Background: an optimization exercise with open tools, aiming at small area and a short achievable clock period. Do not read the settings as production practice. Function was checked by simulation only, so behaviour that the tests miss may differ from the original. Power figures rest on the tool's default switching activity, not on a simulated workload.

===== flow/flow/run.sh =====
#!/bin/bash
# Layout flow: the standard flow (standard.sh), with its standard synthesis
# unchanged, then the layout steps with a larger setup margin for repair_timing,
# faster port buffers and a smaller clock tree. Each step's full output goes to
# a log in this folder.
set -euo pipefail
bash standard.sh synth > log_synth.txt 2>&1
bash standard.sh SETUP_SLACK_MARGIN=5.5 \
  "BUFFER_PORTS_ARGS=-buffer_cell sky130_fd_sc_hd__buf_2" \
  "CTS_ARGS=-sink_clustering_enable -repair_clock_nets -dont_use_dummy_load -buf_list sky130_fd_sc_hd__clkbuf_8 -sink_clustering_size 36 -sink_clustering_max_diameter 100" \
  finish > log_layout.txt 2>&1

===== flow/standard.sh =====
#!/bin/bash
# synth_recipe.tcl (not shown) runs the flow's synth.tcl, then flattens the netlist and writes it again
# the make line also repeats each setting of config.mk as NAME=value (left out here)
make -C /OpenROAD-flow-scripts/flow DESIGN_CONFIG=/design/flow/config.mk WORK_HOME=/design/flow/orfs CLKGATE_MAP_FILE= SYNTH_SCRIPT=/design/flow/synth_recipe.tcl "${@:-finish}"

===== flow/config.mk =====
export PLATFORM = sky130hd
export DESIGN_NAME = FIR
export DESIGN_NICKNAME = FIR
export VERILOG_FILES = /design/flow/design.v
export SDC_FILE = /design/flow/constraint.sdc
export NUM_CORES = 4
export LEC_CHECK = 0
export ABC_CLOCK_PERIOD_IN_PS = 2000
export CAP_MARGIN = 20
export CORE_MARGIN = 2
export CORE_UTILIZATION = 75
export SLEW_MARGIN = 20
export SYNTH_HIERARCHICAL = 1

===== flow/constraint.sdc =====
create_clock -name core_clock -period 13.0 [get_ports {clk}]
set_input_delay 2.6000 -clock core_clock [delete_from_list [all_inputs] [get_ports {clk}]]
set_output_delay 2.6000 -clock core_clock [all_outputs]
set_load 0.01 [all_outputs]

===== flow/design.v =====
module FIR(Dout, Din, clk, reset);
output	[17:0]	Dout;
input 	[7:0] 	Din;
input 		clk, reset;
reg [7:0] h1, h2, h3, h4, h5, h6, h7;
reg [15:0] R;
wire s1, c1;
HA u1 (.a(h2[0]), .b(h4[0]), .s(s1), .co(c1));
wire s2, c2;
FA u2 (.a(h2[1]), .b(h4[1]), .c(c1), .s(s2), .co(c2));
wire s3, c3;
FA u3 (.a(h2[2]), .b(h4[2]), .c(c2), .s(s3), .co(c3));
wire s4, c4;
FA u4 (.a(h2[3]), .b(h4[3]), .c(c3), .s(s4), .co(c4));
wire s5, c5;
FA u5 (.a(h2[4]), .b(h4[4]), .c(c4), .s(s5), .co(c5));
wire s6, c6;
FA u6 (.a(h2[5]), .b(h4[5]), .c(c5), .s(s6), .co(c6));
wire s7, c7;
FA u7 (.a(h2[6]), .b(h4[6]), .c(c6), .s(s7), .co(c7));
wire s8, c8;
FA u8 (.a(h2[7]), .b(h4[7]), .c(c7), .s(s8), .co(c8));
wire s9, c9;
HA u9 (.a(s1), .b(h3[0]), .s(s9), .co(c9));
wire s10, c10;
FA u10 (.a(s2), .b(h3[1]), .c(c9), .s(s10), .co(c10));
wire s11, c11;
FA u11 (.a(s3), .b(h3[2]), .c(c10), .s(s11), .co(c11));
wire s12, c12;
FA u12 (.a(s4), .b(h3[3]), .c(c11), .s(s12), .co(c12));
wire s13, c13;
FA u13 (.a(s5), .b(h3[4]), .c(c12), .s(s13), .co(c13));
wire s14, c14;
FA u14 (.a(s6), .b(h3[5]), .c(c13), .s(s14), .co(c14));
wire s15, c15;
FA u15 (.a(s7), .b(h3[6]), .c(c14), .s(s15), .co(c15));
wire s16, c16;
FA u16 (.a(s8), .b(h3[7]), .c(c15), .s(s16), .co(c16));
wire s17, c17;
HA u17 (.a(c8), .b(c16), .s(s17), .co(c17));
wire s18, c18;
FA u18 (.a(h6[0]), .b(h7[0]), .c(Din[0]), .s(s18), .co(c18));
wire n19 = ~s1;
wire s20, c20;
FA u20 (.a(h6[1]), .b(h7[1]), .c(n19), .s(s20), .co(c20));
wire s21, c21;
FA u21 (.a(s20), .b(Din[1]), .c(c18), .s(s21), .co(c21));
wire n22 = ~h6[2];
wire s23, c23;
FA u23 (.a(h3[0]), .b(h7[2]), .c(n22), .s(s23), .co(c23));
wire n24 = ~s2;
wire s25, c25;
FA u25 (.a(s23), .b(n24), .c(c20), .s(s25), .co(c25));
wire s26, c26;
FA u26 (.a(s25), .b(Din[2]), .c(c21), .s(s26), .co(c26));
wire s27, c27;
FA u27 (.a(h6[3]), .b(h3[1]), .c(h7[3]), .s(s27), .co(c27));
wire s28, c28;
FA u28 (.a(h6[2]), .b(s27), .c(c23), .s(s28), .co(c28));
wire n29 = ~s28;
wire s30, c30;
FA u30 (.a(h7[0]), .b(n29), .c(s3), .s(s30), .co(c30));
wire n31 = ~s30;
wire s32, c32;
FA u32 (.a(c25), .b(n31), .c(Din[3]), .s(s32), .co(c32));
wire s33, c33;
FA u33 (.a(h6[0]), .b(h6[4]), .c(h3[2]), .s(s33), .co(c33));
wire s34, c34;
FA u34 (.a(h7[4]), .b(c27), .c(s33), .s(s34), .co(c34));
wire s35, c35;
FA u35 (.a(c28), .b(s34), .c(s9), .s(s35), .co(c35));
wire s36, c36;
FA u36 (.a(h7[1]), .b(s4), .c(c30), .s(s36), .co(c36));
wire s37, c37;
FA u37 (.a(s35), .b(Din[0]), .c(Din[4]), .s(s37), .co(c37));
wire n38 = ~s36;
wire s39, c39;
FA u39 (.a(n38), .b(c32), .c(s37), .s(s39), .co(c39));
wire s40, c40;
FA u40 (.a(h6[1]), .b(h6[5]), .c(h3[3]), .s(s40), .co(c40));
wire s41, c41;
FA u41 (.a(h1[0]), .b(h5[0]), .c(h7[2]), .s(s41), .co(c41));
wire s42, c42;
FA u42 (.a(h7[5]), .b(c33), .c(s40), .s(s42), .co(c42));
wire s43, c43;
FA u43 (.a(c34), .b(s42), .c(s9), .s(s43), .co(c43));
wire s44, c44;
FA u44 (.a(s10), .b(c35), .c(s43), .s(s44), .co(c44));
wire s45, c45;
FA u45 (.a(s41), .b(s5), .c(c36), .s(s45), .co(c45));
wire s46, c46;
FA u46 (.a(s44), .b(Din[1]), .c(Din[5]), .s(s46), .co(c46));
wire s47, c47;
FA u47 (.a(c37), .b(s46), .c(c39), .s(s47), .co(c47));
wire s48, c48;
FA u48 (.a(h6[2]), .b(h6[6]), .c(h3[4]), .s(s48), .co(c48));
wire s49, c49;
FA u49 (.a(h1[1]), .b(h5[1]), .c(h7[3]), .s(s49), .co(c49));
wire s50, c50;
FA u50 (.a(h7[6]), .b(c40), .c(s48), .s(s50), .co(c50));
wire n51 = ~c42;
wire s52, c52;
FA u52 (.a(c41), .b(s49), .c(n51), .s(s52), .co(c52));
wire s53, c53;
FA u53 (.a(s50), .b(s10), .c(c43), .s(s53), .co(c53));
wire s54, c54;
FA u54 (.a(s11), .b(c44), .c(s53), .s(s54), .co(c54));
wire s55, c55;
FA u55 (.a(s52), .b(s6), .c(c45), .s(s55), .co(c55));
wire s56, c56;
FA u56 (.a(s54), .b(Din[2]), .c(Din[6]), .s(s56), .co(c56));
wire n57 = ~s55;
wire s58, c58;
FA u58 (.a(n57), .b(c46), .c(s56), .s(s58), .co(c58));
wire s59, c59;
FA u59 (.a(h6[3]), .b(h6[7]), .c(h3[5]), .s(s59), .co(c59));
wire s60, c60;
FA u60 (.a(h1[2]), .b(h5[2]), .c(h7[4]), .s(s60), .co(c60));
wire s61, c61;
FA u61 (.a(h7[7]), .b(c48), .c(s59), .s(s61), .co(c61));
wire s62, c62;
FA u62 (.a(c49), .b(s60), .c(c52), .s(s62), .co(c62));
wire s63, c63;
FA u63 (.a(c50), .b(s61), .c(s11), .s(s63), .co(c63));
wire s64, c64;
FA u64 (.a(c53), .b(s12), .c(c54), .s(s64), .co(c64));
wire s65, c65;
FA u65 (.a(s63), .b(Din[3]), .c(Din[7]), .s(s65), .co(c65));
wire s66, c66;
FA u66 (.a(s62), .b(s7), .c(c55), .s(s66), .co(c66));
wire s67, c67;
FA u67 (.a(s64), .b(c56), .c(s65), .s(s67), .co(c67));
wire n68 = ~s66;
wire s69, c69;
FA u69 (.a(n68), .b(c58), .c(s67), .s(s69), .co(c69));
wire s70, c70;
FA u70 (.a(h1[3]), .b(h5[3]), .c(h7[5]), .s(s70), .co(c70));
wire s71, c71;
FA u71 (.a(h6[4]), .b(h3[6]), .c(c59), .s(s71), .co(c71));
wire n72 = ~c61;
wire s73, c73;
FA u73 (.a(c60), .b(s70), .c(n72), .s(s73), .co(c73));
wire s74, c74;
FA u74 (.a(s71), .b(c63), .c(s12), .s(s74), .co(c74));
wire s75, c75;
FA u75 (.a(Din[4]), .b(s13), .c(c64), .s(s75), .co(c75));
wire s76, c76;
FA u76 (.a(s74), .b(c65), .c(s75), .s(s76), .co(c76));
wire s77, c77;
FA u77 (.a(s73), .b(c62), .c(s8), .s(s77), .co(c77));
wire s78, c78;
FA u78 (.a(c67), .b(s76), .c(c69), .s(s78), .co(c78));
wire n79 = ~s78;
wire s80, c80;
FA u80 (.a(c66), .b(s77), .c(n79), .s(s80), .co(c80));
wire s81, c81;
FA u81 (.a(h1[4]), .b(h5[4]), .c(h7[6]), .s(s81), .co(c81));
wire s82, c82;
FA u82 (.a(h6[5]), .b(c70), .c(s81), .s(s82), .co(c82));
wire n83 = ~s82;
wire s84, c84;
FA u84 (.a(h3[7]), .b(c71), .c(n83), .s(s84), .co(c84));
wire s85, c85;
FA u85 (.a(s84), .b(Din[5]), .c(s13), .s(s85), .co(c85));
wire s86, c86;
FA u86 (.a(c74), .b(s14), .c(c75), .s(s86), .co(c86));
wire s87, c87;
FA u87 (.a(s85), .b(c76), .c(s86), .s(s87), .co(c87));
wire s88, c88;
FA u88 (.a(c73), .b(c8), .c(c77), .s(s88), .co(c88));
wire n89 = ~s88;
wire s90, c90;
FA u90 (.a(s87), .b(n89), .c(c78), .s(s90), .co(c90));
wire s91, c91;
FA u91 (.a(h1[5]), .b(h5[5]), .c(h7[7]), .s(s91), .co(c91));
wire s92, c92;
FA u92 (.a(c81), .b(s91), .c(c82), .s(s92), .co(c92));
wire s93, c93;
FA u93 (.a(h6[6]), .b(h6[5]), .c(c84), .s(s93), .co(c93));
wire n94 = ~s92;
wire s95, c95;
FA u95 (.a(n94), .b(s93), .c(Din[6]), .s(s95), .co(c95));
wire s96, c96;
FA u96 (.a(s95), .b(c85), .c(s14), .s(s96), .co(c96));
wire s97, c97;
FA u97 (.a(s15), .b(c86), .c(s96), .s(s97), .co(c97));
wire n98 = ~c88;
wire s99, c99;
FA u99 (.a(c87), .b(s97), .c(n98), .s(s99), .co(c99));
wire s100, c100;
FA u100 (.a(h1[6]), .b(h5[6]), .c(h6[7]), .s(s100), .co(c100));
wire s101, c101;
FA u101 (.a(c91), .b(s100), .c(c92), .s(s101), .co(c101));
wire s102, c102;
FA u102 (.a(c93), .b(Din[7]), .c(c95), .s(s102), .co(c102));
wire s103, c103;
FA u103 (.a(s102), .b(c96), .c(s15), .s(s103), .co(c103));
wire s104, c104;
FA u104 (.a(s16), .b(c97), .c(s103), .s(s104), .co(c104));
wire n105 = ~s101;
wire s106, c106;
FA u106 (.a(n105), .b(s104), .c(c99), .s(s106), .co(c106));
wire n107 = ~h5[7];
wire s108, c108;
FA u108 (.a(n107), .b(h6[7]), .c(h1[7]), .s(s108), .co(c108));
wire n109 = ~s108;
wire s110, c110;
FA u110 (.a(c100), .b(n109), .c(c101), .s(s110), .co(c110));
wire s111, c111;
FA u111 (.a(c102), .b(s16), .c(c103), .s(s111), .co(c111));
wire s112, c112;
FA u112 (.a(c104), .b(s111), .c(s17), .s(s112), .co(c112));
wire n113 = ~s110;
wire s114, c114;
FA u114 (.a(n113), .b(c106), .c(s112), .s(s114), .co(c114));
wire n115 = ~c110;
wire s116, c116;
FA u116 (.a(h1[7]), .b(c108), .c(n115), .s(s116), .co(c116));
wire s117, c117;
FA u117 (.a(s116), .b(c111), .c(s17), .s(s117), .co(c117));
wire s118, c118;
FA u118 (.a(c17), .b(c112), .c(s117), .s(s118), .co(c118));
wire s119, c119;
FA u119 (.a(h1[7]), .b(c116), .c(c17), .s(s119), .co(c119));
wire s120, c120;
FA u120 (.a(c117), .b(s119), .c(c118), .s(s120), .co(c120));
wire s121, c121;
FA u121 (.a(h1[7]), .b(c119), .c(c120), .s(s121), .co(c121));
wire n122 = c26 ^ s32;
wire n123 = c26 & s32;
wire n124 = ~s45 ^ s47;
wire n125 = ~s45 & s47;
wire n126 = c47 ^ s58;
wire n127 = c47 & s58;
wire n128 = ~c80 ^ s90;
wire n129 = ~c80 & s90;
wire n130 = c90 ^ s99;
wire n131 = c90 & s99;
wire n132 = c114 ^ s118;
wire n133 = c114 & s118;
wire n134 = s21 & s18;
wire n135 = n122 & s26;
wire n136 = n124 & s39;
wire n137 = s69 & n127;
wire n138 = s69 & n126;
wire n139 = n128 & ~s80;
wire n140 = s106 & n131;
wire n141 = s106 & n130;
wire n142 = n132 & s114;
wire n143 = s121 & s120;
wire n144 = s26 & n134;
wire n145 = n135 & n134;
wire n146 = n127 | (n126 & n125);
wire n147 = n126 & n136;
wire n148 = n137 | (n138 & n125);
wire n149 = n138 & n136;
wire n150 = n131 | (n130 & n129);
wire n151 = n130 & n139;
wire n152 = n140 | (n141 & n129);
wire n153 = n141 & n139;
wire n154 = s120 & n133;
wire n155 = s120 & n142;
wire n156 = n143 & n133;
wire n157 = n143 & n142;
wire n158 = s39 & n123;
wire n159 = s39 & n145;
wire n160 = n125 | (n136 & n123);
wire n161 = n136 & n145;
wire n162 = n146 | (n147 & n123);
wire n163 = n147 & n145;
wire n164 = n148 | (n149 & n123);
wire n165 = n149 & n145;
wire n166 = s114 & n152;
wire n167 = s114 & n153;
wire n168 = n133 | (n142 & n152);
wire n169 = n142 & n153;
wire n170 = n154 | (n155 & n152);
wire n171 = n155 & n153;
wire n172 = n156 | (n157 & n152);
wire n173 = n157 & n153;
wire n174 = ~s80 & n164;
wire n175 = ~s80 & n165;
wire n176 = n129 | (n139 & n164);
wire n177 = n139 & n165;
wire n178 = n150 | (n151 & n164);
wire n179 = n151 & n165;
wire n180 = n152 | (n153 & n164);
wire n181 = n153 & n165;
wire n182 = n166 | (n167 & n164);
wire n183 = n167 & n165;
wire n184 = n168 | (n169 & n164);
wire n185 = n169 & n165;
wire n186 = n170 | (n171 & n164);
wire n187 = n171 & n165;
wire n188 = n172 | (n173 & n164);
wire n189 = n173 & n165;
wire n190 = s39 ^ n123;
wire n191 = n124 ^ n158;
wire n192 = n126 ^ n160;
wire n193 = s69 ^ n162;
wire n194 = ~s80 ^ n164;
wire n195 = n128 ^ n174;
wire n196 = n130 ^ n176;
wire n197 = s106 ^ n178;
wire n198 = s114 ^ n180;
wire n199 = n132 ^ n182;
wire n200 = s120 ^ n184;
wire n201 = s121 ^ n186;
wire [15:0] Rn = {n201, n200, n199, n198, n197, n196, n195, n194, n193, n192, n191, n190, n122, s26, s21, s18};
wire [15:0] y;
FIR_dout udout (.R(R), .Din(Din), .y(y));
always @(posedge clk)
begin
	if (reset)
	begin
		h1 <= 8'hff;
		h2 <= 8'h00;
		h3 <= 8'h00;
		h4 <= 8'h00;
		h5 <= 8'hff;
		h6 <= 8'h00;
		h7 <= 8'hff;
		R <= 16'd65281;
	end
	else
	begin
		h1 <= ~Din;
		h2 <= ~h1;
		h3 <= h2;
		h4 <= h3;
		h5 <= ~h4;
		h6 <= ~h5;
		h7 <= ~h6;
		R <= Rn;
	end
end
assign Dout = {2'b00, y};
endmodule
module FIR_dout(input [15:0] R, input [7:0] Din, output [15:0] y);
assign y = R + {5'b0, Din, 3'b0} + {8'b0, ~Din};
endmodule
module FA(input a, input b, input c, output s, output co);
assign s = a ^ b ^ c;
assign co = (a & b) | (a & c) | (b & c);
endmodule
module HA(input a, input b, output s, output co);
assign s = a ^ b;
assign co = a & b;
endmodule

==> metrics.cfg, run 1 <==
[detailed_routing]
drt_first_pass_iters = 4
drc = 0
vias = 2925
dr.first_iter.drc_count = 93
ant_nets = 0
wl_per_cell_um = 19.0
viasPerCell = 5.79
drt_wl_total_um = 9600

[clocking]
clk_latency_ns = 0.35
cts_resized = 0
cts_max_level = 3
clockBufferDepth = 2
cts_root_buffer = clkbuf_8
clock_sinks = 72
cts_tree = done
ctsHoldBuffers = 0
postCtsSetupRepairBufs = 0
clk_pin_slew_ns = 0.07
cts-buffers-inserted = 9

[power_and_ir_drop]
powerDensity_nw_per_um2 = 208
pwr-share-seq_pct = 23.6
switching_share_pct = 42.1
power.total_mw = 1.10
pwr-share-comb_pct = 64.4
ir_worst_vdd_uv = 198
power_leakage_nw = 2.30
p_clk_share_pct = 12.0
intPower_mw = 0.636
p_sw_mw = 0.462

[finish]
nets = 572
fillCellCount = 350
antenna_cells = 0
multi_input_area_um2 = 3350
syn2layout_area_growth_pct = 6.45
drive_gt1_share_pct = 11.2
regArea_um2 = 1440

[setup_path]
cp.required_ns = 10.40
r2r_setup_slack_ns = 5.98
critPathKind = primary input to output port
crit_arrival_ns = 4.76
endpoint_kind = output port
crit_fanout = 5
start_kind = primary input
rr_worst_depth = 16
rr_endpoint = R[15]
reg2reg_from = h6[5]

[synthesis]
synth_ff_type = dfxtp_1
synth-seq-cells = 72
synth_area_per_cell_um2 = 12.3
synth_area_um2 = 4950
netlist_instances = 403
seq_area_frac_synth_pct = 29.1
synth_cell_type_count = 41
async_reset_ff_share_pct = 0
synth_edf_count = 0
yosysWarnings = 7

[timing]
clock.fmax_mhz = 136
fin_setup_tns_ns = 0
timing.final.ws_setup_ns = 5.64
slew_violations = 0
slew-limit-headroom_pct = 45.2
tightest_slew_ns = 0.821
finalCriticalPeriod_ns = 7.36
hold_viol_final = 0
rsz0062_at_grt = false
setup-violations-final = 0
final.setup_skew_ns = 0.0371
fin_crit_sh_pct = 56.6

[grt]
track_usage_pct = 30.0
overflow = 0
grt_pass1_vias = 3376
antenna_found_initial = 0
grt_start_max_net_pins = 45
grt_pass1_wl_um = 16100

[place]
numPortBuffers = 25
dp_hpwl_um = 8040
finalWeightedCongestion = 0.880
post-place-ws_ns = 5.56

[floorplanning]
die_h_um = 85.2
die_w_um = 85.2
start_util_pct = 77.9
io-pin-count = 28
die-area_um2 = 7260
core-area_um2 = 6350
rows = 29

[hold_path]
holdPathStages = 1
min_path_type = flop to flop
min_from = h4[0]
holdPathEnd = h5[0]

[job]
cap_violations = 0

[status]
status = no timing/DRC/antenna violations

-- final cells by class --
type,instances,area share (%)
clock buffer,9,2.35
inverter,35,2.49
sequential,72,27.4
tap,77,1.83
multi-input combinational,287,63.6
timing repair buffer,25,2.38
-- cells in the final DEF (no fill, tap or decap), types with 2 or more instances in the layout --
| master | n |
|---|---|
| conb_1 | 2 |
| nand2_1 | 34 |
| and3_1 | 2 |
| nor2_1 | 24 |
| a31oi_1 | 2 |
| nand3_1 | 5 |
| a211oi_1 | 3 |
| inv_1 | 34 |
| o211ai_1 | 2 |
| a21oi_2 | 3 |
| fa_1 | 104 |
| xor2_1 | 12 |
| o21ai_1 | 5 |
| o21ai_0 | 3 |
| xnor2_1 | 6 |
| ha_1 | 27 |
| buf_2 | 25 |
| nor2b_1 | 22 |
| dfxtp_1 | 72 |
| clkbuf_8 | 9 |
| a21oi_1 | 12 |
-- Yosys cell counts (2+ instances only) --
master / number / area (um^2)
xnor2_1: 6 / 52.6
a21oi_1: 14 / 70.1
a31oi_1: 2 / 12.5
a211oi_1: 3 / 22.5
o21ai_1: 5 / 25.0
fa_1: 104 / 2080
o211ai_1: 2 / 15.0
clkbuf_1: 7 / 26.3
nand2_1: 34 / 128
o21ai_0: 3 / 15.0
and3_1: 2 / 12.5
nand3_1: 5 / 25.0
buf_4: 2 / 15.0
inv_1: 34 / 128
ha_1: 28 / 350
xor2_1: 12 / 105
nor2b_1: 22 / 138
nor2_1: 24 / 90.1
dfxtp_1: 72 / 1440
-- per-layer routing --
metal  wire [um]  GRT usage (%)
met4         163           9.96
met5           0              0
met1        3680           35.6
met2        5270           54.8
met3         487           5.93
-- Yosys stat by module, one instance, submodules excluded --
module	flops+latches	times used
HA	0	3
FIR_dout	0	1
FA	0	98
FIR	72	1
-- flip-flops by register name, indices dropped and copies added, names as in the netlist --
| signal | count |
|---|---|
| R | 16 |
| h1 | 8 |
| h2 | 8 |
| h3 | 8 |
| h4 | 8 |
| h5 | 8 |
| h6 | 8 |
| h7 | 8 |
-- cells by family (layout without fill, tap and decap cells) --
logic type | count (synthesis) | in the layout | share of synthesized area (%)
XOR/XNOR | 18 | 18 | 3.19
adder cells (fa/ha/maj) | 132 | 132 | 49.2
other | 1 | 2 | 0.0758
multiplexers | 1 | 1 | 0.202
buffers and inverters | 45 | 69 | 3.57
flip-flops | 72 | 72 | 29.1
AO/OA/AOI/OAI | 41 | 41 | 5.87
AND/OR/NAND/NOR | 93 | 93 | 8.80
-- through the flow --
step	hold WS [ns]	cell area [um^2]	utilization [%]	cells
2_1_floorplan	0.362	4950	-	404
3_3_place_gp	0.377	5130	80.7	496
3_5_place_dp	0.389	5130	80.7	496
4_1_cts	0.395	5250	82.7	505
5_1_grt	0.415	5270	82.9	505
6_report	0.400	5270	82.9	505
-- power by group through the flow --
stage               logic, mW  registers, mW  clock network [mW]
floorplan               0.539          0.261                   0
CTS                     0.702          0.260               0.136
finish                  0.707          0.259               0.131
global placement        0.654          0.263                   0
detailed placement      0.689          0.265                   0
global route            0.792          0.262               0.143
-- critical path, stage by stage --
cell and delay [ns]:
buf_2 0.20, inv_1 0.09, fa_1 0.44, ha_2 0.39
nand3_1 0.12, o211ai_2 0.24, a31oi_1 0.16, a21oi_1 0.21
xor2_1 0.16, buf_2 0.15
-- how the worst max path moves through the flow --
stage	start	endpoint	slack (ns)	cells after the start
2_1_floorplan	Din[1]	Dout[11]	6.01	9
4_1_cts	Din[1]	Dout[11]	5.56	11
3_5_place_dp	Din[1]	Dout[11]	5.56	11
6_report	Din[4]	Dout[14]	5.64	10
3_3_place_gp	Din[1]	Dout[11]	5.63	11
5_1_grt	Din[1]	Dout[11]	5.50	11
==> run 2, diff against run 1 <==
--- a/flow/flow/run.sh
+++ b/flow/flow/run.sh
@@ -6,5 +6,5 @@
 set -euo pipefail
 bash standard.sh synth > log_synth.txt 2>&1
-bash standard.sh SETUP_SLACK_MARGIN=5.5 \
+bash standard.sh SETUP_SLACK_MARGIN=5.7 \
   "BUFFER_PORTS_ARGS=-buffer_cell sky130_fd_sc_hd__buf_2" \
   "CTS_ARGS=-sink_clustering_enable -repair_clock_nets -dont_use_dummy_load -buf_list sky130_fd_sc_hd__clkbuf_8 -sink_clustering_size 36 -sink_clustering_max_diameter 100" \
--- a/flow/config.mk
+++ b/flow/config.mk
@@ -9,5 +9,5 @@
 export CAP_MARGIN = 20
 export CORE_MARGIN = 2
-export CORE_UTILIZATION = 75
+export CORE_UTILIZATION = 65
 export SLEW_MARGIN = 20
 export SYNTH_HIERARCHICAL = 1
==> run 2 against run 1 <==
Net effect:
- clock skew increased by 0.0071 ns
- die area up 15%
- worst setup slack improved by 0.15 ns
- clock power hardly changed
- combinational power barely moved
- global-route usage fell by 7.3 points
- clock-buffer cell count unchanged
- critical path type unchanged
- largest cell class unchanged
==> metrics.cfg, run 2 <==
[clocking]
clk_pin_slew_ns = 0.08
clock_sinks = 72
cts-buffers-inserted = 9
cts_root_buffer = clkbuf_8
cts_tree = done
ctsHoldBuffers = 0
clk_latency_ns = 0.35
cts_max_level = 3
clockBufferDepth = 2

[floorplanning]
die_h_um = 91.2
start_util_pct = 67.5
core-area_um2 = 7330
rows = 31
die_w_um = 91.2
die-area_um2 = 8320
io-pin-count = 28

[finish]
final_common_cell = fa_1
syn2layout_area_growth_pct = 9.08
drive_gt1_share_pct = 14.2
nets = 573
layout_common_cells = fa_1 (103), dfxtp_1 (72), inv_1 (34), nand2_1 (34)
largest_register_ffs = 16
fin_area_um2 = 5400
fin_cells = 528
max_flop_register = R
antenna_cells = 0
fin_util_pct = 73.6
fillCellCount = 517

[status]
status = no timing/DRC/antenna violations

[synthesis]
synth.top_cell.area_share_pct = 42.1
netlist_top_cells_area = fa_1 (42%), dfxtp_1 (29%), ha_1 (7.1%)
netlist_instances = 403
async_reset_ff_share_pct = 0
synth_area_per_cell_um2 = 12.3
synth_top_area_cell = fa_1
synth_cell_type_count = 41
synth_ff_type = dfxtp_1
synth_edf_count = 0
yosysMostFrequentCell = fa_1
netlist_top_cells_count = fa_1 (104), dfxtp_1 (72), inv_1 (34), nand2_1 (34), ha_1 (28)
seq_area_frac_synth_pct = 29.1
synth-seq-cells = 72
yosysWarnings = 7
synth_area_um2 = 4950

[hold_path]
min_path_type = flop to flop
min_from = h4[0]
holdPathEnd = h5[0]
holdPathStages = 1

[timing]
finalCriticalPeriod_ns = 7.21
final.setup_skew_ns = 0.0442
setup-violations-final = 0
hold_viol_final = 0
rsz0062_at_grt = true
slew_violations = 0
clock.fmax_mhz = 139
fin_crit_sh_pct = 55.5
timing.final.ws_setup_ns = 5.79
slew-limit-headroom_pct = 44.9
tightest_slew_ns = 0.827
fin_setup_tns_ns = 0

[power_and_ir_drop]
powerDensity_nw_per_um2 = 203
power_leakage_nw = 2.31
ir_worst_vdd_uv = 102

[place]
place_area_um2 = 5150
dp_hpwl_um = 6920
placedCellCount = 518
numPortBuffers = 25
post-place-ws_ns = 5.55
finalWeightedCongestion = 0.873

[setup_path]
reg2reg_from = h6[2]
critPathKind = primary input to output port
cp_common_cell = o211ai_1
crit_fanout = 5
endpoint_kind = output port
max_stage_delay_ns = 0.49
path_cells = clkbuf_4 -> inv_1 -> fa_1 -> ha_4 -> a21oi_4 -> o211ai_1 -> o211ai_1 -> a21oi_2 -> xor2_1 -> buf_2
rr_endpoint = R[15]
cpMaxStageDelayCell = fa_1
cp_num_buf_inv = 3
cp.required_ns = 10.40
r2r_setup_slack_ns = 6.07
rr_worst_depth = 17
crit_arrival_ns = 4.61
start_kind = primary input
crit_family = adder cells

[grt]
track_usage_pct = 22.7
grt_pass1_wl_um = 14300
grt_pass1_vias = 2983
antenna_found_initial = 0
grt_start_max_net_pins = 45
overflow = 0

[detailed_routing]
vias = 2825
viasPerCell = 5.35
ant_nets = 0
dr.first_iter.drc_count = 105
wl_per_cell_um = 16.0
drc = 0
drt_wl_total_um = 8430
drt_first_pass_iters = 4

[job]
cap_violations = 0

[run 2: cells by family after synthesis]
| group | after synthesis | synth area share, % |
|---|---|---|
| simple gates | 93 | 8.80 |
| mux | 1 | 0.202 |
| xor+xnor | 18 | 3.19 |
| fa+ha+maj | 132 | 49.2 |
| other cells | 1 | 0.0758 |
| buf+inv | 45 | 3.57 |
| flops | 72 | 29.1 |
| compound gates | 41 | 5.87 |
[run 2: metrics by stage]
step / total power [mW] / hold slack, ns
floorplan: 0.800 / 0.362
global placement: 0.919 / 0.379
detailed placement: 0.935 / 0.388
CTS: 1.08 / 0.391
global route: 1.20 / 0.422
finish: 1.10 / 0.386
[run 2: how the worst max path moves through the flow]
stage	start	end	slack, ns	depth (start not counted)
after floorplan	Din[1]	Dout[11]	6.01	9
after global placement	Din[1]	Dout[11]	5.62	11
after detailed placement	Din[1]	Dout[11]	5.55	11
after CTS	Din[5]	Dout[11]	5.69	10
after global routing	Din[1]	Dout[11]	5.67	11
final	Din[3]	Dout[15]	5.79	10
[run 2: per-module statistics from Yosys, one instance, submodules excluded]
module,times used,flip-flops and latches,area [um^2],cells inside
HA,3,0,12.5,1
FIR_dout,1,0,734,92
FIR,1,72,2210,210
FA,98,0,20.0,1
[run 2: worst register-to-register path, stage by stage, from the launching register on]
cell and delay, ns:
dfxtp_1 0.50, inv_1 0.12, fa_1 0.40, fa_1 0.41, fa_1 0.46, fa_1 0.43
fa_1 0.41, fa_1 0.39, fa_1 0.39, fa_1 0.41, fa_1 0.43, fa_1 0.43
fa_1 0.45, fa_1 0.42, fa_1 0.39, fa_1 0.47, nor2b_1 0.15, mux2i_1 0.17
[run 2: timing repair]
action                                 in CTS  in global routing
buffers inserted                            0                  1
gates resized for setup                     6                 18
endpoints found under the hold margin       0                  0
setup endpoints to repair                   6                  8
pin swaps                                   2                  4
[run 2: area by class of cell]
type	count	area [um^2]	area share, %
Clock buffer	9	124	2.30
Inverter	35	131	2.43
Multi-Input combinational cell	287	3430	63.6
Sequential cell	72	1440	26.7
Tap cell	99	124	2.30
Timing Repair Buffer	26	143	2.64
[run 2: where the power goes]
part / leakage (nW) / internal [mW] / switching, mW / total, mW
clock: 0.0647 / 0.0616 / 0.0695 / 0.131
sequential: 0.590 / 0.246 / 0.0128 / 0.258
combinational: 1.66 / 0.342 / 0.364 / 0.706
total: 2.31 / 0.650 / 0.446 / 1.10
[run 2: layer usage]
layer / track usage [%] / vias up / share of wire, %
met2: 37.8 / 48 / 50
li1: - / 1318 / -
met1: 31.4 / 1452 / 46
met5: 0 / - / 0
met3: 4.48 / 7 / 3.5
met4: 4.92 / 0 / 0.69
==> run 3, diff against run 2 <==
--- a/flow/flow/run.sh
+++ b/flow/flow/run.sh
@@ -6,5 +6,5 @@
 set -euo pipefail
 bash standard.sh synth > log_synth.txt 2>&1
-bash standard.sh SETUP_SLACK_MARGIN=5.7 \
+bash standard.sh SETUP_SLACK_MARGIN=5.5 \
   "BUFFER_PORTS_ARGS=-buffer_cell sky130_fd_sc_hd__buf_2" \
   "CTS_ARGS=-sink_clustering_enable -repair_clock_nets -dont_use_dummy_load -buf_list sky130_fd_sc_hd__clkbuf_8 -sink_clustering_size 36 -sink_clustering_max_diameter 100" \
==> run 3 against run 2 <==
Net effect:
- sequential power hardly changed
- power is 2.7% lower
- clock skew hardly changed
- critical endpoint is now Dout[11]
- highest routed layer unchanged
==> metrics.cfg, run 3 <==
[finish]
largest_register_ffs = 16
fillCellCount = 529
antenna_cells = 0
multi_input_area_um2 = 3350
nets = 572
syn2layout_area_growth_pct = 7.13
final_common_cell = fa_1
fin_util_pct = 72.3
max_flop_register = R
drive_gt1_share_pct = 11.4
regArea_um2 = 1440
layout_common_cells = fa_1 (104), dfxtp_1 (72), inv_1 (34), nand2_1 (34), ha_1 (28)

[synthesis]
netlist_top_cells_area = fa_1 (42%), dfxtp_1 (29%), ha_1 (7.1%)
async_reset_ff_share_pct = 0
netlist_instances = 403
synth_area_um2 = 4950
synth.top_cell.area_share_pct = 42.1
yosysWarnings = 7
netlist_top_cells_count = fa_1 (104), dfxtp_1 (72), inv_1 (34), nand2_1 (34), ha_1 (28)
yosysMostFrequentCell = fa_1
seq_area_frac_synth_pct = 29.1
synth_top_area_cell = fa_1
synth_area_per_cell_um2 = 12.3
synth_cell_type_count = 41
synth_ff_type = dfxtp_1
synth-seq-cells = 72
synth_edf_count = 0

[power_and_ir_drop]
powerDensity_nw_per_um2 = 201
power_leakage_nw = 2.31
ir_worst_vdd_uv = 98.1
p_sw_mw = 0.435
switching_share_pct = 40.8
intPower_mw = 0.631
pwr-share-seq_pct = 24.2
pwr-share-comb_pct = 63.5
p_clk_share_pct = 12.3

[clocking]
postCtsSetupRepairBufs = 0
cts_tree = done
ctsHoldBuffers = 0
clk_latency_ns = 0.35
clk_pin_slew_ns = 0.08
cts_max_level = 3
clockBufferDepth = 2
cts-buffers-inserted = 9
cts_root_buffer = clkbuf_8
clock_sinks = 72

[timing]
final.setup_skew_ns = 0.0441
tightest_slew_ns = 0.829
clock.fmax_mhz = 136
setup-violations-final = 0
slew_violations = 0
hold_viol_final = 0
fin_crit_sh_pct = 56.5
slew-limit-headroom_pct = 44.7
fin_setup_tns_ns = 0
rsz0062_at_grt = false
finalCriticalPeriod_ns = 7.35

[detailed_routing]
dr.first_iter.drc_count = 106
wl_per_cell_um = 15.8
wl_met3_um = 309
routed.top_layer = met4
viasPerCell = 5.37
vias = 2830
wl_met1_um = 3750
drt_first_pass_iters = 4
wl_met2_um = 4180
drc = 0
ant_nets = 0
drt_wl_total_um = 8300

[grt]
grt_start_max_net_pins = 45
grt_pass1_wl_um = 14200
antenna_found_initial = 0
overflow = 0
track_usage_pct = 22.7
grt_pass1_vias = 2984

[hold_path]
min_path_type = flop to flop

[floorplanning]
rows = 31
core-area_um2 = 7330
die_h_um = 91.2
die-area_um2 = 8320
io-pin-count = 28
die_w_um = 91.2
start_util_pct = 67.5

[setup_path]
crit_arrival_ns = 4.75
cp.required_ns = 10.40
critPathKind = primary input to output port
endpoint_kind = output port
crit_fanout = 5
start_kind = primary input

[job]
cap_violations = 0

[place]
dp_hpwl_um = 6920
finalWeightedCongestion = 0.873
numPortBuffers = 25

[status]
status = no timing/DRC/antenna violations

==> run 3: cell counts after synthesis <==
No cell type changed its count.
==> run 3: critical path, stage by stage <==
cell	delay, ns
buf_2	0.17
inv_1	0.07
ha_1	0.28
ha_1	0.23
fa_1	0.42
a21oi_2	0.20
o21ai_1	0.15
a211oi_2	0.26
a211oi_2	0.08
xor2_1	0.15
buf_2	0.14
==> run 3: repair_timing <==
item | CTS | global route
setup endpoints to repair | 0 | 3
hold endpoints to repair | 0 | 0
gates resized for setup | 0 | 5
==> run 3: final timing paths <==
check	endpoint	from	slack (ns)	depth (start not counted)
setup / recovery	Dout[11]	Din[1]	5.65	11
hold / removal	h5[0]	h4[0]	0.39	1
setup reg to reg	R[15]	h6[2]	6.07	17
hold reg to reg	h5[0]	h4[0]	0.39	1
==> run 3: power groups by stage <==
| stage | sequential [mW] | clock (mW) | combinational, mW |
|---|---|---|---|
| finish | 0.258 | 0.131 | 0.677 |
| detailed placement | 0.264 | 0 | 0.672 |
| global placement | 0.263 | 0 | 0.656 |
| floorplan | 0.261 | 0 | 0.539 |
| global route | 0.261 | 0.144 | 0.768 |
| CTS | 0.259 | 0.136 | 0.677 |
==> run 3: layout make-up <==
class | count | area share (%)
Clock buffer | 9 | 2.34
Sequential cell | 72 | 27.2
Timing Repair Buffer | 25 | 2.36
Tap cell | 99 | 2.34
Multi-Input combinational cell | 287 | 63.3
Inverter | 35 | 2.48
==> run 3: routing by layer <==
metal  up-vias  global-route usage, %
met4         0                   4.92
met2        55                   37.8
met1      1452                   31.3
met5         -                      0
met3         7                   4.48
li1       1316                      -
==> run 3: modules after synthesis (local to each module, per instance) <==
module	area, um^2	times used	flip-flops and latches
FIR_dout	734	1	0
FA	20.0	98	0
HA	12.5	3	0
FIR	2210	1	72
==> run 3: cell families (layout without fill, tap and decap cells) <==
family | count (synthesis) | count (layout) | share of synthesized area [%]
other | 1 | 2 | 0.0758
XOR/XNOR | 18 | 18 | 3.19
AND/OR/NAND/NOR | 93 | 93 | 8.80
multiplexers | 1 | 1 | 0.202
buffers and inverters | 45 | 69 | 3.57
flip-flops | 72 | 72 | 29.1
AO/OA/AOI/OAI | 41 | 41 | 5.87
adder cells (fa/ha/maj) | 132 | 132 | 49.2
==> run 3: metrics by stage <==
stage / total power [mW] / cells / cell area (um^2) / setup WS (ns) / hold WS [ns]
2_1_floorplan: 0.800 / 404 / 4950 / 6.01 / 0.362
3_3_place_gp: 0.919 / 518 / 5150 / 5.62 / 0.379
3_5_place_dp: 0.935 / 518 / 5150 / 5.55 / 0.388
4_1_cts: 1.07 / 527 / 5280 / 5.55 / 0.391
5_1_grt: 1.17 / 527 / 5300 / 5.53 / 0.422
6_report: 1.07 / 527 / 5300 / 5.65 / 0.387
==> run 4, diff against run 3 <==
--- a/flow/flow/run.sh
+++ b/flow/flow/run.sh
@@ -8,4 +8,4 @@
 bash standard.sh SETUP_SLACK_MARGIN=5.5 \
   "BUFFER_PORTS_ARGS=-buffer_cell sky130_fd_sc_hd__buf_2" \
-  "CTS_ARGS=-sink_clustering_enable -repair_clock_nets -dont_use_dummy_load -buf_list sky130_fd_sc_hd__clkbuf_8 -sink_clustering_size 36 -sink_clustering_max_diameter 100" \
+  "CTS_ARGS=-repair_clock_nets -dont_use_dummy_load -buf_list sky130_fd_sc_hd__clkbuf_8 -root_buf sky130_fd_sc_hd__clkbuf_8 -sink_clustering_enable -sink_clustering_size 20 -sink_clustering_max_diameter 60 -sink_clustering_buffer sky130_fd_sc_hd__clkbuf_4" \
   finish > log_layout.txt 2>&1
==> run 4 against run 3 <==
Net effect:
- sequential share of layout area is the same
- clock-buffer cell count is the same
- cell count did not move
- synthesized cell count unchanged
- largest cell class unchanged
- global-route usage unchanged
- sequential cell count unchanged
- worst setup slack unchanged
- wire length stayed put
- via count unchanged
- maximum frequency is the same
- clock skew stayed put
- clock power is essentially flat
==> metrics.cfg, run 4 <==
[status]
status = no timing/DRC/antenna violations

[timing]
rsz0062_at_grt = false
timing.final.ws_setup_ns = 5.65
tightest_slew_ns = 0.829
fin_setup_tns_ns = 0
hold_viol_final = 0
slew-limit-headroom_pct = 44.7
final.setup_skew_ns = 0.0441
setup-violations-final = 0
holdWs_ns = 0.387
clock.fmax_mhz = 136
slew_violations = 0
finalCriticalPeriod_ns = 7.35
fin_crit_sh_pct = 56.5

[finish]
syn2layout_area_growth_pct = 7.13
largest_register_ffs = 16
max_flop_register = R
antenna_cells = 0
drive_gt1_share_pct = 11.4
nets = 572
final_common_cell = fa_1
layout_common_cells = fa_1 (104), dfxtp_1 (72), inv_1 (34), nand2_1 (34), ha_1 (28)

[place]
dp_hpwl_um = 6920
post-place-ws_ns = 5.55
finalWeightedCongestion = 0.873
numPortBuffers = 25

[setup_path]
start_kind = primary input
endpoint_kind = output port
rr_endpoint = R[15]
rr_worst_depth = 17
r2r_setup_slack_ns = 6.07
critPathLaunch = Din[1]
reg2reg_from = h6[2]
crit_arrival_ns = 4.75
cp.required_ns = 10.40
crit_fanout = 5
critPathKind = primary input to output port

[clocking]
clk_pin_slew_ns = 0.08
cts_tree = done
cts-buffers-inserted = 9
clock_sinks = 72
clockBufferDepth = 2
clk_latency_ns = 0.35
cts_max_level = 3
cts_root_buffer = clkbuf_8
ctsHoldBuffers = 0

[power_and_ir_drop]
pwr-share-seq_pct = 24.2
p_clk_share_pct = 12.3
pwr-share-comb_pct = 63.5
switching_share_pct = 40.8
power.total_mw = 1.07
powerDensity_nw_per_um2 = 201
intPower_mw = 0.631
ir_worst_vdd_uv = 98.1
power_leakage_nw = 2.31
p_sw_mw = 0.435

[detailed_routing]
dr.first_iter.drc_count = 106
drt_wl_total_um = 8300
wl_per_cell_um = 15.8
vias = 2830
drt_first_pass_iters = 4
drc = 0
viasPerCell = 5.37
ant_nets = 0

[synthesis]
seq_area_frac_synth_pct = 29.1
netlist_top_cells_area = fa_1 (42%), dfxtp_1 (29%), ha_1 (7.1%)
netlist_instances = 403
synth_ff_type = dfxtp_1
synth_area_per_cell_um2 = 12.3
synth-seq-cells = 72
synth_area_um2 = 4950
yosysMostFrequentCell = fa_1
yosysWarnings = 7
async_reset_ff_share_pct = 0
netlist_top_cells_count = fa_1 (104), dfxtp_1 (72), inv_1 (34), nand2_1 (34), ha_1 (28)
synth_edf_count = 0
synth_cell_type_count = 41
synth_top_area_cell = fa_1
synth.top_cell.area_share_pct = 42.1

[job]
cap_violations = 0

[hold_path]
min_from = h4[0]
holdPathEnd = h5[0]
holdPathStages = 1
min_path_type = flop to flop

[floorplanning]
die_w_um = 91.2
io-pin-count = 28
rows = 31
die_h_um = 91.2
start_util_pct = 67.5
core-area_um2 = 7330
die-area_um2 = 8320

[grt]
grt_pass1_vias = 2984
antenna_found_initial = 0
grt_start_max_net_pins = 45
grt_pass1_wl_um = 14200
track_usage_pct = 22.7
overflow = 0

==> run 4: power by group through the flow <==
stage               registers (mW)  logic, mW  clock network [mW]
detailed placement           0.264      0.672                   0
floorplan                    0.261      0.539                   0
global route                 0.261      0.768               0.144
global placement             0.263      0.656                   0
CTS                          0.259      0.677               0.136
finish                       0.258      0.677               0.131
==> run 4: final cells by class <==
class	count	area (um^2)
clock buffers	9	124
flip-flops and latches	72	1440
fillers	529	2030
well taps	99	124
repair buffers	25	125
multi-input cells	287	3350
inverters	35	131
==> run 4: Yosys stat by module (local to each module, per instance) <==
module	flops+latches	area, um^2
FIR_dout	0	734
FIR	72	2210
FA	0	20.0
HA	0	12.5
==> run 4: worst max-delay path by stage <==
stage	end	slack, ns	cells after the start
floorplan	Dout[11]	6.01	9
global placement	Dout[11]	5.62	11
detailed placement	Dout[11]	5.55	11
CTS	Dout[11]	5.55	11
global route	Dout[11]	5.53	10
finish	Dout[11]	5.65	11
==> run 4: worst max-delay path, cell delays in order <==
cell and delay, ns:
buf_2 0.17, inv_1 0.07, ha_1 0.28, ha_1 0.23
fa_1 0.42, a21oi_2 0.20, o21ai_1 0.15, a211oi_2 0.26
a211oi_2 0.08, xor2_1 0.15, buf_2 0.14
==> run 4: timing repair <==
item,in CTS,in global routing
gates resized for setup,0,5
setup endpoints to repair,0,3
buffers inserted,0,0
==> run 4: cell families (layout without fill, tap and decap cells) <==
group                    count (synthesis)  count (layout)  synth area share (%)
buffers and inverters                   45              69                  3.57
adder cells (fa/ha/maj)                132             132                  49.2
multiplexers                             1               1                 0.202
XOR/XNOR                                18              18                  3.19
flip-flops                              72              72                  29.1
AND/OR/NAND/NOR                         93              93                  8.80
AO/OA/AOI/OAI                           41              41                  5.87
other                                    1               2                0.0758
==> run 4: stage by stage <==
step	instances	util, %	area (um^2)
after floorplan	404	-	4950
after global placement	518	70.3	5150
after detailed placement	518	70.3	5150
after CTS	527	72.0	5280
after global routing	527	72.3	5300
final	527	72.3	5300
==> run 4: routing by layer <==
metal | vias up | share of wire (%) | wire (um) | global-route usage (%)
met5 | - | 0 | 0 | 0
met4 | 0 | 0.70 | 58 | 4.92
met3 | 7 | 3.7 | 309 | 4.48
met2 | 55 | 50 | 4180 | 37.8
met1 | 1452 | 45 | 3750 | 31.3
li1 | 1316 | - | - | -
==> run 5, diff against run 4 <==
--- a/flow/flow/run.sh
+++ b/flow/flow/run.sh
@@ -8,4 +8,4 @@
 bash standard.sh SETUP_SLACK_MARGIN=5.5 \
   "BUFFER_PORTS_ARGS=-buffer_cell sky130_fd_sc_hd__buf_2" \
-  "CTS_ARGS=-repair_clock_nets -dont_use_dummy_load -buf_list sky130_fd_sc_hd__clkbuf_8 -root_buf sky130_fd_sc_hd__clkbuf_8 -sink_clustering_enable -sink_clustering_size 20 -sink_clustering_max_diameter 60 -sink_clustering_buffer sky130_fd_sc_hd__clkbuf_4" \
+  "CTS_ARGS=-repair_clock_nets -dont_use_dummy_load -buf_list sky130_fd_sc_hd__clkbuf_8 -root_buf sky130_fd_sc_hd__clkbuf_16 -distance_between_buffers 200 -branching_point_buffers_distance 200" \
   finish > log_layout.txt 2>&1
==> run 5 against run 4 <==
Net effect:
- clock power increased by 51%
- largest cell class unchanged
- clock-buffer cell count stayed put
- register-to-register slack got worse by 0.08 ns
- global-route usage grew 1.0 points
- sequential power hardly changed
- die area unchanged
- critical path type unchanged
- highest routed layer unchanged
- synthesized cell count unchanged
- still clean on timing, DRC and antenna
- worst hold slack improved by 0.0059 ns
- largest power group unchanged
==> metrics.cfg, run 5 <==
[setup_path]
max_stage_delay_ns = 0.42
start_kind = primary input
cpMaxStageDelayCell = fa_1
path_cells = buf_2 -> inv_1 -> ha_1 -> ha_1 -> fa_1 -> a21oi_2 -> o21ai_1 -> a211oi_2 -> a211oi_2 -> xor2_1 -> buf_2
cp.required_ns = 10.40
r2r_setup_slack_ns = 5.99
rr_worst_depth = 17
reg2reg_from = h6[2]
endpoint_kind = output port
rr_endpoint = R[15]
crit_arrival_ns = 4.75
crit_fanout = 5
critPathLaunch = Din[1]
critPathKind = primary input to output port
critPathCapture = Dout[11]

[grt]
grt_pass1_vias = 3047
overflow = 0
grt_pass1_wl_um = 14800
track_usage_pct = 23.7
antenna_found_initial = 0
grt_start_max_net_pins = 45

[timing]
fin_crit_sh_pct = 56.5
slew-limit-headroom_pct = 44.9
rsz0062_at_grt = false
timing.final.ws_setup_ns = 5.65
finalCriticalPeriod_ns = 7.35
tightest_slew_ns = 0.826
holdWs_ns = 0.393
slew_violations = 0
hold_viol_final = 0
clock.fmax_mhz = 136
fin_setup_tns_ns = 0
final.setup_skew_ns = 0.0301
setup-violations-final = 0

[synthesis]
synth_cell_type_count = 41
yosysWarnings = 7
synth-seq-cells = 72
netlist_top_cells_count = fa_1 (104), dfxtp_1 (72), inv_1 (34), nand2_1 (34), ha_1 (28)
synth.top_cell.area_share_pct = 42.1
synth_ff_type = dfxtp_1
synth_area_um2 = 4950
async_reset_ff_share_pct = 0
netlist_top_cells_area = fa_1 (42%), dfxtp_1 (29%), ha_1 (7.1%)
yosysMostFrequentCell = fa_1
synth_area_per_cell_um2 = 12.3
netlist_instances = 403
seq_area_frac_synth_pct = 29.1
synth_edf_count = 0
synth_top_area_cell = fa_1

[floorplanning]
die_h_um = 91.2
die_w_um = 91.2
start_util_pct = 67.5
io-pin-count = 28
rows = 31
core-area_um2 = 7330
die-area_um2 = 8320

[finish]
largest_register_ffs = 16
fin_area_um2 = 5400
drive_gt1_share_pct = 11.4
syn2layout_area_growth_pct = 9.18
layout_common_cells = fa_1 (104), dfxtp_1 (72), inv_1 (34), nand2_1 (34), ha_1 (28)
max_flop_register = R
final_common_cell = fa_1
antenna_cells = 0
nets = 572

[detailed_routing]
drt_first_pass_iters = 4
drc = 0
wl_met1_um = 3910
wl_met3_um = 265
vias = 2848
viasPerCell = 5.40
ant_nets = 0
routed.top_layer = met4
drt_wl_total_um = 8690
wl_per_cell_um = 16.5
dr.first_iter.drc_count = 105
wl_met2_um = 4410

[clocking]
clockBufferDepth = 2
cts_root_buffer = clkbuf_16
clk_latency_ns = 0.33
cts-buffers-inserted = 9
cts_tree = done
cts_max_level = 3
clock_sinks = 72
clk_pin_slew_ns = 0.06
ctsHoldBuffers = 0

[status]
status = no timing/DRC/antenna violations

[place]
dp_hpwl_um = 6920
finalWeightedCongestion = 0.873
numPortBuffers = 25
post-place-ws_ns = 5.55
place_area_um2 = 5150

[power_and_ir_drop]
power_leakage_nw = 2.35
powerDensity_nw_per_um2 = 212
ir_worst_vdd_uv = 96.8
power.total_mw = 1.15

[hold_path]
min_from = h4[0]
min_path_type = flop to flop

[job]
cap_violations = 0

[run 5: cell counts after synthesis]
Identical to the previous run, type by type.
[run 5: stage by stage]
| step | instances | util [%] |
|---|---|---|
| after floorplan | 404 | - |
| after global placement | 518 | 70.3 |
| after detailed placement | 518 | 70.3 |
| after CTS | 527 | 73.4 |
| after global routing | 527 | 73.7 |
| final | 527 | 73.7 |
[run 5: area by class of cell]
type | instances | area [um^2]
clock buffers | 9 | 225
fillers | 511 | 1930
inverters | 35 | 131
multi-input cells | 287 | 3350
flip-flops and latches | 72 | 1440
well taps | 99 | 124
repair buffers | 25 | 125
[run 5: cell families (layout without fill, tap and decap cells)]
group	Yosys count	in the layout	share of synthesized area, %
AOI/OAI and AO/OA	41	41	5.87
xor gates and xnor gates	18	18	3.19
adders and majority gates	132	132	49.2
buffers and inverters	45	69	3.57
DFF	72	72	29.1
muxes	1	1	0.202
other	1	2	0.0758
and+or+nand+nor	93	93	8.80
[run 5: repair_timing]
item,CTS,global route
endpoints found under the setup margin,0,3
resized for setup,0,5
setup buffers,0,0
[run 5: power by group]
group | internal (mW) | leakage, nW | switching [mW] | total (mW)
combinational | 0.328 | 1.65 | 0.363 | 0.691
clock | 0.121 | 0.111 | 0.0771 | 0.198
sequential | 0.246 | 0.590 | 0.0128 | 0.259
[run 5: modules after synthesis (local to each module, per instance)]
module    area (um^2)  cells inside  flip-flops and latches  copies in the design
FIR              2210           210                      72                     1
FIR_dout          734            92                       0                     1
FA               20.0             1                       0                    98
HA               12.5             1                       0                     3
[run 5: worst min-delay path by stage]
stage | to | slack, ns | cells after the start
after floorplan | h5[0] | 0.36 | 1
after global placement | h5[0] | 0.38 | 1
after detailed placement | h5[3] | 0.39 | 1
after CTS | h5[0] | 0.39 | 1
after global routing | h5[7] | 0.42 | 1
final | h5[0] | 0.39 | 1
[run 5: metal layers]
layer,up-vias,track usage (%)
met1,1463,32.5
met4,0,7.70
met2,58,39.7
li1,1318,-
met5,-,0
met3,9,3.07
[run 5: critical path, delay by kind of cell]
| kind | cells | cell delay (ns) |
|---|---|---|
| XOR/XNOR | 1 | 0.15 |
| buffers and inverters | 3 | 0.38 |
| AO/OA/AOI/OAI | 4 | 0.70 |
| adder cells (fa/ha/maj) | 3 | 0.93 |
==> run 6, diff against run 5 <==
--- a/flow/flow/run.sh
+++ b/flow/flow/run.sh
@@ -8,4 +8,4 @@
 bash standard.sh SETUP_SLACK_MARGIN=5.5 \
   "BUFFER_PORTS_ARGS=-buffer_cell sky130_fd_sc_hd__buf_2" \
-  "CTS_ARGS=-repair_clock_nets -dont_use_dummy_load -buf_list sky130_fd_sc_hd__clkbuf_8 -root_buf sky130_fd_sc_hd__clkbuf_16 -distance_between_buffers 200 -branching_point_buffers_distance 200" \
+  "CTS_ARGS=-repair_clock_nets -dont_use_dummy_load -buf_list sky130_fd_sc_hd__clkbuf_8 -wire_unit 200" \
   finish > log_layout.txt 2>&1
==> run 6 against run 5 <==
Net effect:
- area after synthesis unchanged
- clock skew increased by 0.014 ns
- die area unchanged
- sequential share of layout area increased by 0.51 points
- non-clock buffer count unchanged
- combinational power decreased by 2%
- global-route usage decreased by 1.0 points
- cell count unchanged
==> metrics.cfg, run 6 <==
[synthesis]
synth.top_cell.area_share_pct = 42.1
synth_area_per_cell_um2 = 12.3
netlist_top_cells_count = fa_1 (104), dfxtp_1 (72), inv_1 (34), nand2_1 (34), ha_1 (28)
netlist_instances = 403
synth_area_um2 = 4950
synth_top_area_cell = fa_1
synth-seq-cells = 72
synth_cell_type_count = 41
yosysWarnings = 7
yosysMostFrequentCell = fa_1
synth_edf_count = 0
seq_area_frac_synth_pct = 29.1
async_reset_ff_share_pct = 0
synth_ff_type = dfxtp_1
netlist_top_cells_area = fa_1 (42%), dfxtp_1 (29%), ha_1 (7.1%)

[clocking]
clockBufferDepth = 2
ctsHoldBuffers = 0
clock_sinks = 72
clk_pin_slew_ns = 0.08
cts_tree = done
cts-buffers-inserted = 9
cts_max_level = 3
clk_latency_ns = 0.35
postCtsSetupRepairBufs = 0
cts_resized = 0
cts_root_buffer = clkbuf_8

[timing]
clock.fmax_mhz = 136
final.setup_skew_ns = 0.0441
fin_crit_sh_pct = 56.5
rsz0062_at_grt = false
slew_violations = 0
fin_setup_tns_ns = 0
slew-limit-headroom_pct = 44.7
setup-violations-final = 0
timing.final.ws_setup_ns = 5.65
hold_viol_final = 0
tightest_slew_ns = 0.829
finalCriticalPeriod_ns = 7.35

[finish]
layout_common_cells = fa_1 (104), dfxtp_1 (72), inv_1 (34), nand2_1 (34), ha_1 (28)
antenna_cells = 0
fin_cells = 527
fin_area_um2 = 5300
largest_register_ffs = 16
fin_util_pct = 72.3
final_common_cell = fa_1
syn2layout_area_growth_pct = 7.13
nets = 572
drive_gt1_share_pct = 11.4
max_flop_register = R

[detailed_routing]
ant_nets = 0
vias = 2830
drt_first_pass_iters = 4
drc = 0
drt_wl_total_um = 8300
dr.first_iter.drc_count = 106
wl_per_cell_um = 15.8
viasPerCell = 5.37

[setup_path]
cp.required_ns = 10.40
endpoint_kind = output port
crit_fanout = 5
cpMaxStageDelayCell = fa_1
cp_num_buf_inv = 3
crit_arrival_ns = 4.75
path_cells = buf_2 -> inv_1 -> ha_1 -> ha_1 -> fa_1 -> a21oi_2 -> o21ai_1 -> a211oi_2 -> a211oi_2 -> xor2_1 -> buf_2
rr_worst_depth = 17
critPathKind = primary input to output port
start_kind = primary input
crit_family = adder cells
worst-path-stages = 11
max_stage_delay_ns = 0.42

[hold_path]
min_path_type = flop to flop
holdPathStages = 1

[place]
post-place-ws_ns = 5.55
place_area_um2 = 5150
finalWeightedCongestion = 0.873
numPortBuffers = 25
placedCellCount = 518
dp_hpwl_um = 6920

[grt]
track_usage_pct = 22.7
grt_start_max_net_pins = 45
grt_pass1_wl_um = 14200
overflow = 0
grt_pass1_vias = 2984
antenna_found_initial = 0

[floorplanning]
die-area_um2 = 8320
start_util_pct = 67.5
rows = 31
io-pin-count = 28
die_w_um = 91.2
core-area_um2 = 7330
die_h_um = 91.2

[power_and_ir_drop]
power_leakage_nw = 2.31
ir_worst_vdd_uv = 98.1
powerDensity_nw_per_um2 = 201

[job]
cap_violations = 0

[status]
status = no timing/DRC/antenna violations

-- run 6: changes by cell type in the layout (fill, tap and decap cells not counted) --
cell       before  now
clkbuf_8        0    9
clkbuf_16       9    0
-- run 6: report_power, final --
part           switching [mW]  leakage [nW]  internal, mW  total [mW]
sequential             0.0128         0.590         0.246       0.258
combinational           0.353          1.65         0.324       0.677
clock                  0.0695        0.0647        0.0616       0.131
total                   0.435          2.31         0.631        1.07
-- run 6: path summary, 6_finish.rpt --
check / slack, ns / from / to
max: 5.65 / Din[1] / Dout[11]
min: 0.39 / h4[0] / h5[0]
max reg2reg: 6.07 / h6[2] / R[15]
min reg2reg: 0.39 / h4[0] / h5[0]
-- run 6: Yosys stat by module (local to each module, per instance) --
module | cell area, um^2 | flops+latches
FIR | 2210 | 72
FIR_dout | 734 | 0
FA | 20.0 | 0
HA | 12.5 | 0
-- run 6: stage by stage --
step / hold WS [ns] / power (mW)
6_report: 0.387 / 1.07
5_1_grt: 0.422 / 1.17
4_1_cts: 0.391 / 1.07
3_5_place_dp: 0.388 / 0.935
3_3_place_gp: 0.379 / 0.919
2_1_floorplan: 0.362 / 0.800
-- run 6: routing by layer --
layer,GRT usage [%],share of wire [%]
met1,31.3,45
met2,37.8,50
met3,4.48,3.7
met4,4.92,0.70
met5,0,0
-- run 6: logic make-up after synthesis --
logic type,count (synthesis),share of synthesized area [%]
buf+inv,45,3.57
xor+xnor,18,3.19
flops,72,29.1
other cells,1,0.0758
compound gates,41,5.87
simple gates,93,8.80
mux,1,0.202
fa+ha+maj,132,49.2
-- run 6: worst reg2reg max path, delay by kind of cell (launching register included) --
kind	cells	cell delay [ns]
buffers and inverters	1	0.12
adder cells (fa/ha/maj)	14	5.89
AND/OR/NAND/NOR	1	0.15
multiplexers	1	0.17
flip-flops	1	0.50
-- run 6: cell type report --
cell class | instances | area, um^2
Sequential cell | 72 | 1440
Tap cell | 99 | 124
Multi-Input combinational cell | 287 | 3350
Timing Repair Buffer | 25 | 125
Fill cell | 529 | 2030
Clock buffer | 9 | 124
Inverter | 35 | 131
==> run 7, diff against run 6 <==
--- a/flow/flow/run.sh
+++ b/flow/flow/run.sh
@@ -8,4 +8,4 @@
 bash standard.sh SETUP_SLACK_MARGIN=5.5 \
   "BUFFER_PORTS_ARGS=-buffer_cell sky130_fd_sc_hd__buf_2" \
-  "CTS_ARGS=-repair_clock_nets -dont_use_dummy_load -buf_list sky130_fd_sc_hd__clkbuf_8 -wire_unit 200" \
+  "CTS_ARGS=-sink_clustering_enable -repair_clock_nets -dont_use_dummy_load -buf_list sky130_fd_sc_hd__clkbuf_8 -sink_clustering_size 72 -sink_clustering_max_diameter 1000 -sink_clustering_levels 1" \
   finish > log_layout.txt 2>&1
==> run 7 against run 6 <==
Net effect:
- still clean
- area after synthesis stayed put
- global-route usage unchanged
- via count unchanged
- sequential power about the same
- cell count did not move
- die area is the same
- critical path depth stayed put
- worst hold slack stayed put
- core utilization did not move
- power stayed put
- largest cell class unchanged
==> metrics.cfg, run 7 <==
[clocking]
cts_max_level = 3
cts_root_buffer = clkbuf_8
postCtsSetupRepairBufs = 0
clockBufferDepth = 2
clock_sinks = 72
cts_tree = done
clk_latency_ns = 0.35
ctsHoldBuffers = 0
clk_pin_slew_ns = 0.08
cts_resized = 0
cts-buffers-inserted = 9

[detailed_routing]
vias = 2830
drc = 0
drt_first_pass_iters = 4
ant_nets = 0
dr.first_iter.drc_count = 106
drt_wl_total_um = 8300
viasPerCell = 5.37
wl_per_cell_um = 15.8

[place]
dp_hpwl_um = 6920
finalWeightedCongestion = 0.873
numPortBuffers = 25
place_area_um2 = 5150
placedCellCount = 518

[setup_path]
crit_fanout = 5
crit_arrival_ns = 4.75
cpMaxStageDelayCell = fa_1
start_kind = primary input
critPathKind = primary input to output port
endpoint_kind = output port
max_stage_delay_ns = 0.42
cp.required_ns = 10.40
crit_family = adder cells
path_cells = buf_2 -> inv_1 -> ha_1 -> ha_1 -> fa_1 -> a21oi_2 -> o21ai_1 -> a211oi_2 -> a211oi_2 -> xor2_1 -> buf_2
cp_num_buf_inv = 3

[power_and_ir_drop]
intPower_mw = 0.631
powerDensity_nw_per_um2 = 201
p_clk_share_pct = 12.3
switching_share_pct = 40.8
pwr-share-comb_pct = 63.5
p_sw_mw = 0.435
power_leakage_nw = 2.31
ir_worst_vdd_uv = 98.1
pwr-share-seq_pct = 24.2

[floorplanning]
rows = 31
die_w_um = 91.2
io-pin-count = 28
core-area_um2 = 7330
start_util_pct = 67.5
die-area_um2 = 8320
die_h_um = 91.2

[finish]
antenna_cells = 0
layout_common_cells = fa_1 (104), dfxtp_1 (72), inv_1 (34), nand2_1 (34), ha_1 (28)
syn2layout_area_growth_pct = 7.13
nets = 572
fin_area_um2 = 5300
fillCellCount = 529
max_flop_register = R
drive_gt1_share_pct = 11.4
largest_register_ffs = 16
final_common_cell = fa_1
fin_cells = 527

[timing]
hold_viol_final = 0
slew-limit-headroom_pct = 44.7
slew_violations = 0
rsz0062_at_grt = false
clock.fmax_mhz = 136
tightest_slew_ns = 0.829
finalCriticalPeriod_ns = 7.35
final.setup_skew_ns = 0.0441
fin_setup_tns_ns = 0
setup-violations-final = 0
fin_crit_sh_pct = 56.5

[synthesis]
synth_edf_count = 0
synth-seq-cells = 72
seq_area_frac_synth_pct = 29.1
netlist_top_cells_area = fa_1 (42%), dfxtp_1 (29%), ha_1 (7.1%)
synth_cell_type_count = 41
synth.top_cell.area_share_pct = 42.1
netlist_top_cells_count = fa_1 (104), dfxtp_1 (72), inv_1 (34), nand2_1 (34), ha_1 (28)
synth_top_area_cell = fa_1
netlist_instances = 403
synth_area_um2 = 4950
synth_ff_type = dfxtp_1
yosysMostFrequentCell = fa_1
synth_area_per_cell_um2 = 12.3
async_reset_ff_share_pct = 0
yosysWarnings = 7

[grt]
track_usage_pct = 22.7
grt_start_max_net_pins = 45
overflow = 0
grt_pass1_wl_um = 14200
antenna_found_initial = 0
grt_pass1_vias = 2984

[job]
cap_violations = 0

[hold_path]
min_path_type = flop to flop

[status]
status = no timing/DRC/antenna violations

run 7: worst register-to-register path, delay by kind of cell (launching register included):
family        cells  cell delay (ns)
fa+ha+maj        14             5.89
buf+inv           1             0.12
flops             1             0.50
mux               1             0.17
simple gates      1             0.15
run 7: cells by family after synthesis:
group / Yosys count / share of synthesized area, %
mux: 1 / 0.202
flops: 72 / 29.1
simple gates: 93 / 8.80
other cells: 1 / 0.0758
buf+inv: 45 / 3.57
compound gates: 41 / 5.87
xor+xnor: 18 / 3.19
fa+ha+maj: 132 / 49.2
run 7: per-layer routing:
layer	share of wire (%)	track usage [%]	up-vias
li1	-	-	1316
met2	50	37.8	55
met3	3.7	4.48	7
met4	0.70	4.92	0
met1	45	31.3	1452
met5	0	0	-
run 7: cell type report:
| class | count | area, um^2 | share of cell area, % |
|---|---|---|---|
| Timing Repair Buffer | 25 | 125 | 2.36 |
| Inverter | 35 | 131 | 2.48 |
| Multi-Input combinational cell | 287 | 3350 | 63.3 |
| Sequential cell | 72 | 1440 | 27.2 |
| Clock buffer | 9 | 124 | 2.34 |
| Tap cell | 99 | 124 | 2.34 |
run 7: modules after synthesis (local to each module, per instance):
| module | copies in the design | cell area [um^2] | cells inside | flops+latches |
|---|---|---|---|---|
| HA | 3 | 12.5 | 1 | 0 |
| FIR_dout | 1 | 734 | 92 | 0 |
| FA | 98 | 20.0 | 1 | 0 |
| FIR | 1 | 2210 | 210 | 72 |
run 7: path summary, 6_finish.rpt:
check	slack, ns	cells past startpoint	to	from
max	5.65	11	Dout[11]	Din[1]
min	0.39	1	h5[0]	h4[0]
max reg2reg	6.07	17	R[15]	h6[2]
min reg2reg	0.39	1	h5[0]	h4[0]
run 7: per-stage QoR:
step	setup WS, ns	total power, mW	util [%]	hold slack [ns]
floorplan	6.01	0.800	-	0.362
global placement	5.62	0.919	70.3	0.379
detailed placement	5.55	0.935	70.3	0.388
CTS	5.55	1.07	72.0	0.391
global route	5.53	1.17	72.3	0.422
finish	5.65	1.07	72.3	0.387
run 7: power groups by stage:
stage                     combinational [mW]  sequential [mW]  clock [mW]
after floorplan                        0.539            0.261           0
after global placement                 0.656            0.263           0
after detailed placement               0.672            0.264           0
after CTS                              0.677            0.259       0.136
after global routing                   0.768            0.261       0.144
final                                  0.677            0.258       0.131

[re-timing with driven ports]
The results above use ideal ports. As a check the final layouts listed here were re-extracted and re-timed, cells and wires unchanged. Step 1 sets driving cells, clkbuf_16 on the clock port and buf_2 on the other inputs (assumed; they add their load-dependent delay and slew). Step 2 moves the port delays by t, midway between the first and last clock arrival at a register: inputs arrive t later, outputs are due t later. That takes back most of the time a late clock gives input paths. Slacks: no drivers / after step 1 / after step 2; pairs: no drivers / after step 1.
run | shift t [ns] | slack for setup (ns) | hold WS [ns] | worst setup path at the end
run 1 | 0.363 | 5.639 / 5.619 / 5.619 | 0.400 / 0.400 / 0.400 | input to output
run 2 | 0.356 | 5.786 / 5.764 / 5.764 | 0.386 / 0.386 / 0.386 | input to output
run 3 | 0.356 | 5.649 / 5.626 / 5.626 | 0.387 / 0.387 / 0.387 | input to output
run 4 | 0.356 | 5.649 / 5.626 / 5.626 | 0.387 / 0.387 / 0.387 | input to output
run 5 | 0.350 | 5.649 / 5.626 / 5.626 | 0.393 / 0.393 / 0.393 | input to output
run 6 | 0.356 | 5.649 / 5.626 / 5.626 | 0.387 / 0.387 / 0.387 | input to output
run 7 | 0.356 | 5.649 / 5.626 / 5.626 | 0.387 / 0.387 / 0.387 | input to output
After both steps setup and hold are still met in every run listed.
